This is an optimization exercise on Yosys and OpenROAD, whose aim is small area and a short achievable clock period, not a production implementation. In this exercise RTL edits were held to simulation tests only and were not proved equivalent to the original. Power is estimated from default activity; no workload was simulated.

// gng_interp
module gng_interp (
    input clk,
    input rstn,
    input valid_in,
    input [63:0] data_in,
    output reg valid_out,
    output reg [15:0] data_out
);
wire [5:0] lzd_in;
gng_lzd u_gng_lzd (.data_in(data_in[63:3]), .data_out(lzd_in));
reg [7:0] h0, l0, h0c, l0c;
reg [3:0] o0, o0c;
reg [14:0] x0;
reg s0, v0;
always @ (posedge clk) begin
    h0 <= rstn ? (8'd1 << lzd_in[5:3]) : 8'd1;
    l0 <= rstn ? (8'd1 << lzd_in[2:0]) : 8'd1;
    o0 <= rstn ? (4'd1 << {data_in[1], data_in[2]}) : 4'd1;
    h0c <= 8'd1 << lzd_in[5:3];
    l0c <= 8'd1 << lzd_in[2:0];
    o0c <= 4'd1 << {data_in[1], data_in[2]};
    x0 <= {data_in[3], data_in[4], data_in[5], data_in[6], data_in[7],
           data_in[8], data_in[9], data_in[10], data_in[11], data_in[12],
           data_in[13], data_in[14], data_in[15], data_in[16], data_in[17]};
    s0 <= data_in[0];
    v0 <= rstn & valid_in;
end
wire [16:0] c2_0, k1_0;
gng_coef_c2 u_gng_coef_c2 (.h(h0c), .l(l0c), .o(o0c), .c2(c2_0));
gng_coef_k1 u_gng_coef_k1 (.h(h0), .l(l0), .o(o0), .k1(k1_0));
reg [7:0] h1, l1;
reg [3:0] o1;
wire [14:0] clr0 = {h1[7] & l1[4], h1[7] & l1[3], h1[7] & l1[2], h1[7] & l1[1], h1[7] & l1[0],
                    h1[6] & l1[7], h1[6] & l1[6], h1[6] & l1[5], h1[6] & l1[4],
                    h1[6] & l1[3], h1[6] & l1[2], h1[6] & l1[1], h1[6] & l1[0],
                    h1[5] & l1[7], h1[5] & l1[6]};
wire [14:0] xm0 = x0 & ~clr0;
reg [16:0] c2n_1, k1_1;
reg [22:0] bx1;
reg s1, v1;
always @ (posedge clk) begin
    c2n_1 <= ~c2_0;
    k1_1 <= k1_0;
    h1 <= h0;
    l1 <= l0;
    o1 <= o0;
  ...
export LEC_CHECK = 0
export ABC_AREA = 1
export CAP_MARGIN = 20
export CORE_MARGIN = 2
export CORE_UTILIZATION = 45
export SETUP_SLACK_MARGIN = 5
export SLEW_MARGIN = 20
export SYNTH_MEMORY_MAX_BITS = 16384
create_clock -name core_clock -period 8.0 [get_ports {clk}]
standard.sh (not shown) runs the stock make flow with config.mk's settings and CLKGATE_MAP_FILE= SYNTH_SCRIPT=/design/flow/synth_recipe.tcl, a recipe that flattens the netlist after the stock synthesis.
==> flow/flow/run.sh <==
#!/bin/bash
set -euo pipefail
MARGIN=$(cat flow/margin.txt)
sed -E "s/SETUP_SLACK_MARGIN=[-0-9.]+/SETUP_SLACK_MARGIN=${MARGIN}/" standard.sh > standard_margin.sh
grep -q "SETUP_SLACK_MARGIN=${MARGIN} " standard_margin.sh
bash standard_margin.sh > flow_make.log 2>&1
==> flow/flow/margin.txt <==
5.3
The first run passed the timing, DRC and antenna checks.
Rerun with:
==> flow/run.sh (new file) <==
#!/bin/bash
# synth_recipe.tcl (not shown) runs the flow's synth.tcl, then flattens the netlist and writes it again
# the make line also repeats each setting of config.mk as NAME=value (left out here)
make -C /OpenROAD-flow-scripts/flow DESIGN_CONFIG=/design/flow/config.mk WORK_HOME=/design/flow/orfs CLKGATE_MAP_FILE= SYNTH_SCRIPT=/design/flow/synth_recipe.tcl finish
CTS_CLUSTER_DIAMETER = 100   (was not set)
CTS_CLUSTER_SIZE = 30   (was not set)
removed: flow/flow/run.sh
removed: flow/flow/margin.txt
removed: flow/standard.sh
Total power goes down by about 10%.
Wire length goes up by 5.6%.
Worst setup slack gets worse by 340 ps.
Rerun with:
==> flow/flow/run.sh (new file) <==
#!/bin/bash
set -euo pipefail
MARGIN=$(cat flow/margin.txt)
sed -E "s/SETUP_SLACK_MARGIN=[-0-9.]+/SETUP_SLACK_MARGIN=${MARGIN}/" standard.sh > standard_margin.sh
grep -q "SETUP_SLACK_MARGIN=${MARGIN} " standard_margin.sh
bash standard_margin.sh > flow_make.log 2>&1
==> flow/flow/margin.txt (new file) <==
5.45
==> flow/standard.sh (new file) <==
#!/bin/bash
# synth_recipe.tcl (not shown) runs the flow's synth.tcl, then flattens the netlist and writes it again
# the make line also repeats each setting of config.mk as NAME=value (left out here)
make -C /OpenROAD-flow-scripts/flow DESIGN_CONFIG=/design/flow/config.mk WORK_HOME=/design/flow/orfs CLKGATE_MAP_FILE= SYNTH_SCRIPT=/design/flow/synth_recipe.tcl "${@:-finish}"
CTS_CLUSTER_DIAMETER = not set   (was 100)
CTS_CLUSTER_SIZE = not set   (was 30)
removed: flow/run.sh
Outcome:
- clock-buffer cell count grows by 36
- critical path depth came out higher by 2
- clock power rises by 83%
- design area climbs by 14%
- global-route usage goes up by 0.29 points
- hold slack gets worse by 51 ps
- routed wire length increases by 7.2%
- worst setup slack gains 360 ps
- non-clock buffer count went up by 214

==> port drivers added, routing unchanged <==
The flow's constraints put no driver on any port. The routed layouts listed below were extracted and timed again, unchanged, in two steps. Step 1 sets driving cells, clkbuf_16 on the clock port and buf_2 on the other inputs (assumed; they add their load-dependent delay and slew). Step 2 adds t to the input delays and takes it off the output delays; t is the mean of the earliest and latest rising clock arrival at the registers after step 1. Input paths then give back, and output paths get back, about the clock's delay inside the block. Three values: ideal, step 1, step 2; two values: the first two.
run | t, ns | setup WS [ns] | hold slack, ns | worst register clock-pin slew, ns
the first run | 0.674 | 5.233 / 5.233 / 4.712 | 0.314 / 0.314 / 0.314 | 0.07 / 0.07
the second run | 0.686 | 4.894 / 4.894 / 4.613 | 0.332 / 0.332 / 0.332 | 0.12 / 0.12
the third run | 0.702 | 5.258 / 5.238 / 4.825 | 0.281 / 0.281 / 0.281 | 0.08 / 0.08
After both steps every run listed still meets setup and hold. For the first run, which loses most, drivers alone change the setup slack by 0.000 ns; drivers and shift together by -0.521 ns.
